Background: an optimization exercise with open tools, aiming at small area. Do not read the settings as production practice.
The RTL was checked by simulation tests, not by an equivalence proof against the original design.

Design EE445_HW1_2030393, start of the top module:
module EE445_HW1_2030393(RST,CLK,PASSWD,PADOUT,DAV,OK,LOCKED,G,R,Y);
	input RST;
	input CLK;
	input PASSWD;
	input [3:0]PADOUT;
	input DAV;
	input OK;
	output LOCKED;
	output G;
	output R;
	output reg Y;
	localparam [22:0] T_OPEN  = 23'd5000000;
	localparam [22:0] T_WRONG = 23'd3000000;
	localparam [22:0] T_BLINK = 23'd500000;
	reg [15:0] INPUT;    
	reg [15:0] CURRENT;
	reg [15:0] PREV1;
	reg [15:0] PREV2;
	reg [15:0] PREV3;
	reg [22:0] LEDC;     
	reg [2:0]  INNUM;    
	reg [2:0]  BUSY;     
	reg        OPEN;     
	reg        WRONG;    
	reg        NEWP;     
	reg        B_DAV;
	assign LOCKED = OPEN;
	assign G      = OPEN;
	assign R      = WRONG;
	wire idle     = (BUSY == 3'd0);
	wire dav_edge = DAV & ~B_DAV;
	wire four     = INNUM[2];
	wire open_end  = &(LEDC | ~T_OPEN);
	wire wrong_end = (LEDC >= T_WRONG);
	wire blink     = (LEDC >= T_BLINK);
	wire match_cur  = (INPUT == CURRENT);
	wire match_prev = (INPUT == PREV1) | (INPUT == PREV2) | (INPUT == PREV3);
	wire entry = idle & ~OPEN & ~WRONG & ~(NEWP & blink) & ~OK;
	wire take  = entry & dav_edge & ~four;
	wire accept = NEWP & idle & ~blink & OK & four & ~match_prev;
	always @(posedge CLK) begin
		if (take)
			INPUT <= {INPUT[11:0], PADOUT};
	end
	always @(negedge RST or posedge CLK) begin
		if (!RST) begin
			CURRENT <= 16'h1234;
			PREV1   <= 16'h1234;
			PREV2   <= 16'h1234;
			PREV3   <= 16'h1234;
		end else if (accept) begin
			CURRENT <= INPUT;
			PREV1   <= CURRENT;
			PREV2   <= PREV1;
			PREV3   <= PREV2;
		end
	end
	always @(negedge RST or posedge CLK) begin
		if (!RST) begin
			LEDC  <= 0;
			INNUM <= 0;
			BUSY  <= 0;
			OPEN  <= 0;
			WRONG <= 0;
			NEWP  <= 0;
  ...
For scale: about 490 cells after synthesis, about 110 flip-flops, about 13 I/O pins, roughly 5800 sq um of cells after synthesis.
export LEC_CHECK = 0
export CAP_MARGIN = 20
export CORE_MARGIN = 2
export CORE_UTILIZATION = 40
export SLEW_MARGIN = 20
create_clock -name core_clock -period 10.0 [get_ports {CLK}]
standard.sh (not shown) runs the stock make flow with config.mk's settings and CLKGATE_MAP_FILE= SYNTH_SCRIPT=/design/flow/synth_recipe.tcl, a recipe that flattens the netlist after the stock synthesis.
==> flow/flow/run.sh <==
#!/bin/bash
# Standard layout with a leaner clock tree and small port buffers.
set -o pipefail
export BUFFER_PORTS_ARGS="-buffer_cell sky130_fd_sc_hd__buf_1"
export CTS_ARGS="-sink_clustering_enable -repair_clock_nets -buf_list sky130_fd_sc_hd__clkbuf_4 -sink_clustering_size 40 -sink_clustering_max_diameter 100 -dont_use_dummy_load"
bash standard.sh > standard.log 2>&1
The first run completed without violations.
Change:
==> flow/run.sh (new file) <==
#!/bin/bash
# synth_recipe.tcl (not shown) runs the flow's synth.tcl, then flattens the netlist and writes it again
# the make line also repeats each setting of config.mk as NAME=value (left out here)
make -C /OpenROAD-flow-scripts/flow DESIGN_CONFIG=/design/flow/config.mk WORK_HOME=/design/flow/orfs CLKGATE_MAP_FILE= SYNTH_SCRIPT=/design/flow/synth_recipe.tcl finish
- CTS_BUF_LIST: unset -> sky130_fd_sc_hd__clkbuf_4
- CTS_CLUSTER_DIAMETER: unset -> 100
- CTS_CLUSTER_SIZE: unset -> 40
removed: flow/flow/run.sh
removed: flow/standard.sh
Result: The new run went through all stages and came out clean. Wire length is lower by 1.6%. Maximum frequency is lower by 6.3%. Sequential share of layout area goes down by 2.1 points. Via count goes up by 1.8%.

Setup of pepper:
Starting RTL as in the previous note.
clock: 10.0 ns
lec_check: 0
abc_area: 1
cap_margin: 20
core_margin: 2
core_utilization: 40
cts_buf_list: sky130_fd_sc_hd__clkbuf_4
cts_cluster_diameter: 100
cts_cluster_size: 40
slew_margin: 20
run.sh (not shown) runs the stock make flow with config.mk's settings and CLKGATE_MAP_FILE= SYNTH_SCRIPT=/design/flow/synth_recipe.tcl, a recipe that flattens the netlist after the stock synthesis.
Stock flow here: none of the scripts above is used.
The flow did not stop early for pepper: all stages ran, and the layout cleared the timing, DRC and antenna checks.
For amber, these inputs were changed with respect to pepper:
# pepper
export LEC_CHECK = 0
export ABC_AREA = 1
export CAP_MARGIN = 20
export CORE_MARGIN = 2
export CORE_UTILIZATION = 40
export CTS_BUF_LIST = sky130_fd_sc_hd__clkbuf_4
export CTS_CLUSTER_DIAMETER = 100
export CTS_CLUSTER_SIZE = 40
export SLEW_MARGIN = 20
create_clock -name core_clock -period 10.0 [get_ports {CLK}]
# amber
export LEC_CHECK = 0
export CAP_MARGIN = 20
export CORE_MARGIN = 2
export CORE_UTILIZATION = 40
export SLEW_MARGIN = 20
create_clock -name core_clock -period 10.0 [get_ports {CLK}]
==> results.txt <==
amber reached the final stage; the timing, DRC and antenna checks on its layout passed.
Final core utilization up 2.0 points in amber wrt pepper
From pepper to amber the numbers moved as follows: placed wire-length estimate after detailed placement fell about 19%; post-layout net count lost 421; clock tree buffer count of the final layout decreased 3.

afterwards: timing with drivers on the ports:
The results above use ideal ports. As a check the final layouts listed here were re-extracted and re-timed, cells and wires unchanged. Step 1 (the two cells are an assumption about what drives the block):
set clk [get_ports {CLK}]
set_driving_cell -lib_cell sky130_fd_sc_hd__clkbuf_16 $clk
set_driving_cell -lib_cell sky130_fd_sc_hd__buf_2 [delete_from_list [all_inputs] $clk]
Step 2 adds t to the input delays and takes it off the output delays; t is the mean of the earliest and latest rising clock arrival at the registers after step 1. Input paths then give back, and output paths get back, about the clock's delay inside the block. a / b / c = ideal / step 1 / step 2; a / b = the first two.
run | t (ns) | setup WS [ns] | cell pins on the clock port's net
the first run of note 1 | 0.528 | 6.013 / 6.026 / 5.499 | 1
the second run of note 1 | 0.549 | 5.744 / 5.752 / 5.203 | 1
pepper | 0.561 | 6.120 / 6.130 / 5.569 | 1
amber | 0.453 | 5.627 / 5.640 / 5.188 | 1
After both steps every run listed still meets setup and hold. For pepper, which loses most, drivers alone change the setup slack by +0.010 ns; drivers and shift together by -0.551 ns.
